What follows belongs to an exercise in optimizing a design on an open flow for a short achievable clock period and few clock cycles; a production flow would make more cautious choices. At most, simulation tests tie the RTL to the original design; equivalence was not proved. Power and IR drop assume default switching activity.

==> v33 <==
==> flow/design.v (excerpt) <==
module mips(input         clk, rst,
            input  [31:0] instrF, readdataM,
            output [31:0] pcF,
            output        memwriteM,
            output [31:0] alumultoutM, writedataM);
Settings: LEC_CHECK=0, CAP_MARGIN=60, CORE_MARGIN=2, CORE_UTILIZATION=40, PLACE_DENSITY=0.6, SETUP_SLACK_MARGIN=5, SLEW_MARGIN=60; clock period 11.0 ns.
standard.sh (not shown) runs the stock make flow with config.mk's settings and CLKGATE_MAP_FILE= SYNTH_SCRIPT=/design/flow/synth_recipe.tcl, a recipe that flattens the netlist after the stock synthesis.
==> flow/flow/run.sh <==
#!/bin/bash
# Layout flow: the standard ORFS flow (standard.sh), with the standard synthesis
# unchanged and two changes to the steps after it:
#  - every input and output port gets a sky130_fd_sc_hd__buf_4 (buffer_ports would
#    otherwise pick a slow delay buffer);
#  - the clkdlybuf4s* delay buffers are left out of the cells the repair steps may add.
# Each step's full output goes to a log file of its own in this folder.
set -euo pipefail
bash standard.sh synth > synth.log 2>&1
export DONT_USE_CELLS="sky130_fd_sc_hd__clkdlybuf4s15_1 sky130_fd_sc_hd__clkdlybuf4s15_2 sky130_fd_sc_hd__clkdlybuf4s18_1 sky130_fd_sc_hd__clkdlybuf4s18_2 sky130_fd_sc_hd__clkdlybuf4s25_1 sky130_fd_sc_hd__clkdlybuf4s25_2 sky130_fd_sc_hd__clkdlybuf4s50_1 sky130_fd_sc_hd__clkdlybuf4s50_2"
export BUFFER_PORTS_ARGS="-buffer_cell sky130_fd_sc_hd__buf_4"
bash standard.sh floorplan > floorplan.log 2>&1
bash standard.sh place > place.log 2>&1
bash standard.sh cts > cts.log 2>&1
bash standard.sh route > route.log 2>&1
bash standard.sh finish > finish.log 2>&1
==> v19 (differences from v33) <==
--- a/flow/design.v
+++ b/flow/design.v
@@ -50,24 +50,27 @@
     end
 endmodule
 `timescale 1ps/1ps
 module multpipe(input         clk, rst,
                 input         start, sgn,
                 input  [31:0] a, b,
                 output [31:0] hi, lo,
-                output        busy1);
-    reg        v1, v2;
+                output        busy1, busy2);
+    reg        v1, v2, v3;
     reg        hlv;             
     reg [31:0] hir, lor;
     assign hi = hir & {32{hlv}};
     assign lo = lor & {32{hlv}};
     wire [32:0] a1 = {sgn & a[31], a};
     wire [32:0] b1 = {sgn & b[31], b};
     reg [63:0] ra2, rb2;
     assign busy1 = v1;
+    assign busy2 = v2;
+    reg [31:0] lo3, rah3, rbh3;
+    reg        c3;
     wire bn0, bo0, bt0;
     wire [33:0] pp0;
     wire ppi1;
     wire bn1, bo1, bt1;
     wire [33:0] pp1;
     wire ppi2;
     wire bn2, bo2, bt2;
@@ -2792,17 +2795,16 @@
     assign c1066 = (s943 & c828) | (s943 & c942) | (c828 & c942);
     assign s1067 = s945 ^ 1'b1 ^ c944;
     assign c1068 = (s945 & 1'b1) | (s945 & c944) | (1'b1 & c944);
     assign s1069 = r1_63_0 ^ r1_63_1 ^ c946;
     assign c1070 = (r1_63_0 & r1_63_1) | (r1_63_0 & c946) | (r1_63_1 & c946);
     wire [63:0] rowa = {s1069, s1067, s1065, s1063, s1061, s1059, s1057, s1055, s1053, s1051, s1049, s1047, s1045, s1043, s1041, s1039, s1037, s1035, s1033, s1031, s1029, s1027, s1025, s1023, s1021, s1019, s1017, s1015, s1013, s1011, s1009, s1007, s1005, s1003, s1001, s999, s997, s995, s993, s991, s989, s987, s985, s983, s981, s979, s977, s975, s973, s971, s969, s967, s965, s963, s961, s959, s957, s955, s953, s951, s949, s947, r1_1_0, r1_0_0};
     wire [63:0] rowb = {c1068, c1066, c1064, c1062, c1060, c1058, c1056, c1054, c1052, c1050, c1048, c1046, c1044, c1042, c1040, c1038, c1036, c1034, c1032, c1030, c1028, c1026, c1024, c1022, c1020, c1018, c1016, c1014, c1012, c1010, c1008, c1006, c1004, c1002, c1000, c998, c996, c994, c992, c990, c988, c986, c984, c982, c980, c978, c976, c974, c972, c970, c968, c966, c964, c962, c960, c958, c956, c954, c952, c950, c948, r1_2_2, 1'b0, r1_0_1};
-    wire [32:0] lsum  = {1'b0, ra2[31:0]} + {1'b0, rb2[31:0]};
-    wire [31:0] hsum0 = ra2[63:32] + rb2[63:32];
-    wire [31:0] hsum1 = ra2[63:32] + rb2[63:32] + 32'd1;
+    wire [32:0] lsum = {1'b0, ra2[31:0]} + {1'b0, rb2[31:0]};
+    wire [31:0] hsum = rah3 + rbh3 + {31'b0, c3};
     always @(posedge clk) begin
             r1_0_0 <= pp0[0];
             r1_0_1 <= bn0;
             r1_1_0 <= pp0[1];
             r1_2_0 <= pp0[2];
             r1_2_1 <= pp1[0];
             r1_2_2 <= bn1;
@@ -3252,26 +3254,31 @@
             r1_61_2 <= pp16[29];
             r1_62_0 <= pp15[32];
             r1_62_1 <= pp16[30];
             r1_63_0 <= ppi16;
             r1_63_1 <= pp16[31];
             ra2 <= rowa;
             rb2 <= rowb;
-            if (v2) begin
-                hir <= lsum[32] ? hsum1 : hsum0;
-                lor <= lsum[31:0];
+            lo3  <= lsum[31:0];
+            c3   <= lsum[32];
+            rah3 <= ra2[63:32];
+            rbh3 <= rb2[63:32];
+            if (v3) begin
+                hir <= hsum;
+                lor <= lo3;
             end
     end
     always @(posedge clk or posedge rst) begin
         if (rst) begin
-            v1 <= 1'b0; v2 <= 1'b0; hlv <= 1'b0;
+            v1 <= 1'b0; v2 <= 1'b0; v3 <= 1'b0; hlv <= 1'b0;
         end else begin
             v1 <= start;
             v2 <= v1;
-            if (v2) hlv <= 1'b1;
+            v3 <= v2;
+            if (v3) hlv <= 1'b1;
         end
     end
 endmodule
 `timescale 1ps/1ps
 `timescale 1ps/1ps
 module decoder(input  [31:0] instr,
                output        regwr,       
@@ -3402,23 +3409,23 @@
     wire        statD  = instrD[15] | isbneDq;
     wire        predtD = isbrD & (bvD ? btD : statD);
     reg         regwrE, isloadE, ismultE;
     reg  [4:0]  destE;
     reg         regwrM, isloadM;
     reg  [4:0]  destM;
     reg  [31:0] resMi;         
-    wire        mbusy1;
+    wire        mbusy1, mbusy2;
     reg         stallq;
     wire        stallD = stallq & validD;
     wire        rsmF    = (rsF == destD);
     wire        rtmF    = (rtF == destD);
     wire        lduseN  = isloadD & regwrD & ((usesrsF & rsmF) | (usesrtF & rtmF));
-    wire        mfwaitN = ismfF & (ismultD | ismultE);
+    wire        mfwaitN = ismfF & (ismultD | ismultE | mbusy1);
     wire        mdepN   = ismultF & regwrD & (rsmF | rtmF);
-    wire        mfwaitS = ismfD & ismultE;
+    wire        mfwaitS = ismfD & (ismultE | mbusy1);
     wire        stallnext = stallD ? mfwaitS : (lduseN | mfwaitN | mdepN);
     wire [31:0] mvalM = isloadM ? readdataM : resMi;
     wire [31:0] rfa, rfb;
     regfile rf(clk, rst, regwrM, destM, mvalM, rsohD, rtohD, rfa, rfb);
     wire [4:0]  rsN   = stallD ? rsD : rsF;
     wire [4:0]  rtN   = stallD ? rtD : rtF;
     wire        bregN = stallD ? bregD : bregF;
@@ -3463,15 +3470,15 @@
     wire [31:0] aluoutE = ({32{s_addE}} & sumE) | ({32{s_subE}} & difE)
                         | ({32{s_sltE}} & {31'b0, difE[31]}) | othE;
     reg  [31:0] cmpAE, cmpBE, mulAE, mulBE;
     reg  [5:0]  bidxE;
     wire eqE    = (cmpAE == cmpBE);
     wire takenE = (isbeqE & eqE) | (isbneE & ~eqE);
     wire mispE  = (isbeqE | isbneE) & (takenE ^ predtE);
-    multpipe mul(clk, rst, ismultE, msignedE, mulAE, mulBE, hi, lo, mbusy1);
+    multpipe mul(clk, rst, ismultE, msignedE, mulAE, mulBE, hi, lo, mbusy1, mbusy2);
     reg         memwrM;
     reg  [31:0] resM, wdM;     
     assign alumultoutM = resM;
     assign writedataM  = wdM;
     assign memwriteM   = memwrM;
     wire redirD = (isjumpD | predtD) & ~stallD;
     wire [31:0] pcnext   = mispE  ? altE :
@@ -3526,15 +3533,15 @@
         bidxE <= bidxD;
         destE <= destD;
         msignedE <= msignedD;
         predtE <= predtD;
         s_addE <= s_addD; s_subE <= s_subD; s_andE <= s_andD; s_orE <= s_orD;
         s_xorE <= s_xorD; s_xnorE <= s_xnorD; s_sltE <= s_sltD; s_loE <= s_loD; s_hiE <= s_hiD;
         s_linkE <= s_linkD;
-        resM <= sumE;            
+        resM <= aluoutE & {32{isloadE | isstoreE}};
         resMi <= aluoutE;
         wdM <= sdE;
         destM <= destE;
     end
     reg         bupd, btaken;
     reg  [5:0]  bidxU;
     always @(posedge clk) begin
==> flow/config.mk (replaced) <==
export PLATFORM = sky130hd
export DESIGN_NAME = mips
export DESIGN_NICKNAME = mips
export VERILOG_FILES = /design/flow/design.v
export SDC_FILE = /design/flow/constraint.sdc
export NUM_CORES = 8
export LEC_CHECK = 0
export CAP_MARGIN = 60
export CORE_MARGIN = 2
export CORE_UTILIZATION = 55
export PLACE_DENSITY = 0.75
export SETUP_SLACK_MARGIN = 5
export SLEW_MARGIN = 60
==> v1 (differences from v33) <==
--- a/flow/design.v
+++ b/flow/design.v
@@ -50,24 +50,27 @@
     end
 endmodule
 `timescale 1ps/1ps
 module multpipe(input         clk, rst,
                 input         start, sgn,
                 input  [31:0] a, b,
                 output [31:0] hi, lo,
-                output        busy1);
-    reg        v1, v2;
+                output        busy1, busy2);
+    reg        v1, v2, v3;
     reg        hlv;             
     reg [31:0] hir, lor;
     assign hi = hir & {32{hlv}};
     assign lo = lor & {32{hlv}};
     wire [32:0] a1 = {sgn & a[31], a};
     wire [32:0] b1 = {sgn & b[31], b};
     reg [63:0] ra2, rb2;
     assign busy1 = v1;
+    assign busy2 = v2;
+    reg [31:0] lo3, rah3, rbh3;
+    reg        c3;
     wire bn0, bo0, bt0;
     wire [33:0] pp0;
     wire ppi1;
     wire bn1, bo1, bt1;
     wire [33:0] pp1;
     wire ppi2;
     wire bn2, bo2, bt2;
@@ -2792,17 +2795,16 @@
     assign c1066 = (s943 & c828) | (s943 & c942) | (c828 & c942);
     assign s1067 = s945 ^ 1'b1 ^ c944;
     assign c1068 = (s945 & 1'b1) | (s945 & c944) | (1'b1 & c944);
     assign s1069 = r1_63_0 ^ r1_63_1 ^ c946;
     assign c1070 = (r1_63_0 & r1_63_1) | (r1_63_0 & c946) | (r1_63_1 & c946);
     wire [63:0] rowa = {s1069, s1067, s1065, s1063, s1061, s1059, s1057, s1055, s1053, s1051, s1049, s1047, s1045, s1043, s1041, s1039, s1037, s1035, s1033, s1031, s1029, s1027, s1025, s1023, s1021, s1019, s1017, s1015, s1013, s1011, s1009, s1007, s1005, s1003, s1001, s999, s997, s995, s993, s991, s989, s987, s985, s983, s981, s979, s977, s975, s973, s971, s969, s967, s965, s963, s961, s959, s957, s955, s953, s951, s949, s947, r1_1_0, r1_0_0};
     wire [63:0] rowb = {c1068, c1066, c1064, c1062, c1060, c1058, c1056, c1054, c1052, c1050, c1048, c1046, c1044, c1042, c1040, c1038, c1036, c1034, c1032, c1030, c1028, c1026, c1024, c1022, c1020, c1018, c1016, c1014, c1012, c1010, c1008, c1006, c1004, c1002, c1000, c998, c996, c994, c992, c990, c988, c986, c984, c982, c980, c978, c976, c974, c972, c970, c968, c966, c964, c962, c960, c958, c956, c954, c952, c950, c948, r1_2_2, 1'b0, r1_0_1};
-    wire [32:0] lsum  = {1'b0, ra2[31:0]} + {1'b0, rb2[31:0]};
-    wire [31:0] hsum0 = ra2[63:32] + rb2[63:32];
-    wire [31:0] hsum1 = ra2[63:32] + rb2[63:32] + 32'd1;
+    wire [32:0] lsum = {1'b0, ra2[31:0]} + {1'b0, rb2[31:0]};
+    wire [31:0] hsum = rah3 + rbh3 + {31'b0, c3};
     always @(posedge clk) begin
             r1_0_0 <= pp0[0];
             r1_0_1 <= bn0;
             r1_1_0 <= pp0[1];
             r1_2_0 <= pp0[2];
             r1_2_1 <= pp1[0];
             r1_2_2 <= bn1;
@@ -3252,26 +3254,31 @@
             r1_61_2 <= pp16[29];
             r1_62_0 <= pp15[32];
             r1_62_1 <= pp16[30];
             r1_63_0 <= ppi16;
             r1_63_1 <= pp16[31];
             ra2 <= rowa;
             rb2 <= rowb;
-            if (v2) begin
-                hir <= lsum[32] ? hsum1 : hsum0;
-                lor <= lsum[31:0];
+            lo3  <= lsum[31:0];
+            c3   <= lsum[32];
+            rah3 <= ra2[63:32];
+            rbh3 <= rb2[63:32];
+            if (v3) begin
+                hir <= hsum;
+                lor <= lo3;
             end
     end
     always @(posedge clk or posedge rst) begin
         if (rst) begin
-            v1 <= 1'b0; v2 <= 1'b0; hlv <= 1'b0;
+            v1 <= 1'b0; v2 <= 1'b0; v3 <= 1'b0; hlv <= 1'b0;
         end else begin
             v1 <= start;
             v2 <= v1;
-            if (v2) hlv <= 1'b1;
+            v3 <= v2;
+            if (v3) hlv <= 1'b1;
         end
     end
 endmodule
 `timescale 1ps/1ps
 `timescale 1ps/1ps
 module decoder(input  [31:0] instr,
                output        regwr,       
@@ -3402,23 +3409,23 @@
     wire        statD  = instrD[15] | isbneDq;
     wire        predtD = isbrD & (bvD ? btD : statD);
     reg         regwrE, isloadE, ismultE;
     reg  [4:0]  destE;
     reg         regwrM, isloadM;
     reg  [4:0]  destM;
     reg  [31:0] resMi;         
-    wire        mbusy1;
+    wire        mbusy1, mbusy2;
     reg         stallq;
     wire        stallD = stallq & validD;
     wire        rsmF    = (rsF == destD);
     wire        rtmF    = (rtF == destD);
     wire        lduseN  = isloadD & regwrD & ((usesrsF & rsmF) | (usesrtF & rtmF));
-    wire        mfwaitN = ismfF & (ismultD | ismultE);
+    wire        mfwaitN = ismfF & (ismultD | ismultE | mbusy1);
     wire        mdepN   = ismultF & regwrD & (rsmF | rtmF);
-    wire        mfwaitS = ismfD & ismultE;
+    wire        mfwaitS = ismfD & (ismultE | mbusy1);
     wire        stallnext = stallD ? mfwaitS : (lduseN | mfwaitN | mdepN);
     wire [31:0] mvalM = isloadM ? readdataM : resMi;
     wire [31:0] rfa, rfb;
     regfile rf(clk, rst, regwrM, destM, mvalM, rsohD, rtohD, rfa, rfb);
     wire [4:0]  rsN   = stallD ? rsD : rsF;
     wire [4:0]  rtN   = stallD ? rtD : rtF;
     wire        bregN = stallD ? bregD : bregF;
@@ -3458,20 +3465,20 @@
     reg         s_addE, s_subE, s_andE, s_orE, s_xorE, s_xnorE, s_sltE, s_loE, s_hiE, s_linkE;
     reg         isstoreE, isbeqE, isbneE, predtE, msignedE;
     wire [31:0] hi, lo;
     alu alu(opAE, opBE, s_andE, s_orE, s_xorE, s_xnorE, s_loE, s_hiE, s_linkE, lo, hi,
             sumE, difE, othE);
     wire [31:0] aluoutE = ({32{s_addE}} & sumE) | ({32{s_subE}} & difE)
                         | ({32{s_sltE}} & {31'b0, difE[31]}) | othE;
-    reg  [31:0] cmpAE, cmpBE, mulAE, mulBE;
+    reg  [31:0] mulAE, mulBE;
     reg  [5:0]  bidxE;
-    wire eqE    = (cmpAE == cmpBE);
+    wire eqE    = (opAE == opBE);
     wire takenE = (isbeqE & eqE) | (isbneE & ~eqE);
     wire mispE  = (isbeqE | isbneE) & (takenE ^ predtE);
-    multpipe mul(clk, rst, ismultE, msignedE, mulAE, mulBE, hi, lo, mbusy1);
+    multpipe mul(clk, rst, ismultE, msignedE, mulAE, mulBE, hi, lo, mbusy1, mbusy2);
     reg         memwrM;
     reg  [31:0] resM, wdM;     
     assign alumultoutM = resM;
     assign writedataM  = wdM;
     assign memwriteM   = memwrM;
     wire redirD = (isjumpD | predtD) & ~stallD;
     wire [31:0] pcnext   = mispE  ? altE :
@@ -3513,16 +3520,14 @@
             s_hiD <= s_hiF; s_linkD <= s_linkF;
             isbeqDq <= isbeqF; isbneDq <= isbneF; isjumpDq <= isjumpF;
             ismultDq <= ismultF; msignedD <= msignedF; ismfDq <= ismfF;
         end
     end
     always @(posedge clk) begin
         opAE <= opAD; opBE <= opBD; sdE <= sdD;
-        cmpAE <= opAD & {32{isbeqDq | isbneDq}};
-        cmpBE <= opBD & {32{isbeqDq | isbneDq}};
         mulAE <= rvA & {32{ismultDq}};
         mulBE <= rvB & {32{ismultDq}};
         altE <= predtD ? pcp4F : btargetD;
         altp4E <= predtD ? pcp8F : btargetp4D;
         bidxE <= bidxD;
         destE <= destD;
         msignedE <= msignedD;
==> comparison table <==
                                                                v19          v33          v1
Global router's overall resource usage                        0.410        0.323       0.320
Reg-to-reg critical path startpoint                       instrD[2]  mul.rb2[32]    opBE[14]
Worst clock skew                                           0.102 ns    0.0704 ns    0.134 ns
Adder and majority gate portion of the synthesized area       0.105        0.105       0.106
Number of inserted filler cells in the final layout           20.1k        32.3k       32.0k
Result of the run                  no timing/DRC/antenna violations  no timing/DRC/antenna violations  no timing/DRC/antenna violations
DRT met1 WL                                               188000 um    222000 um   223000 um
Destination of the critical timing path                      pc[28]  mul.hir[31]    pcp4[24]
Filler-free cell count of the finished design                 17.1k        18.5k       18.1k
Switching share of power                                      0.293        0.307       0.304
Arrival time of the worst setup path                        5.15 ns      4.84 ns     5.72 ns
Instance count on the critical path                              12           12          13
Vias in the first global route                                 112k         110k        109k
Testbench counts of v19, summed over its fixed seeds: cycles 104,768.
Only the layout flow was run in v33 and v1; the RTL was not checked for function there.

-- static timing again, ports no longer ideal --
No port has a modelled driver above. Below, the same layouts with a new extraction and two added sets of constraints. Step 1 (the two cells are an assumption about what drives the block):
set clk [get_ports {clk}]
set_driving_cell -lib_cell sky130_fd_sc_hd__clkbuf_16 $clk
set_driving_cell -lib_cell sky130_fd_sc_hd__buf_2 [delete_from_list [all_inputs] $clk]
Step 2 adds t to the input delays and takes it off the output delays; t is the mean of the earliest and latest rising clock arrival at the registers after step 1. Input paths then give back, and output paths get back, about the clock's delay inside the block. Slacks: ideal / step 1 / step 2; pairs: ideal / step 1.
run | t (ns) | slack for setup (ns) | worst setup path at the end
v33 | 1.028 | 6.836 / 6.836 / 6.334 | input to register
v19 | 1.065 | 6.709 / 6.709 / 6.357 | input to register
v1 | 1.046 | 6.087 / 6.087 / 6.076 | input to register
After both steps every run listed still meets setup and hold. For v33, which loses most, drivers alone change the setup slack by 0.000 ns; drivers and shift together by -0.502 ns.
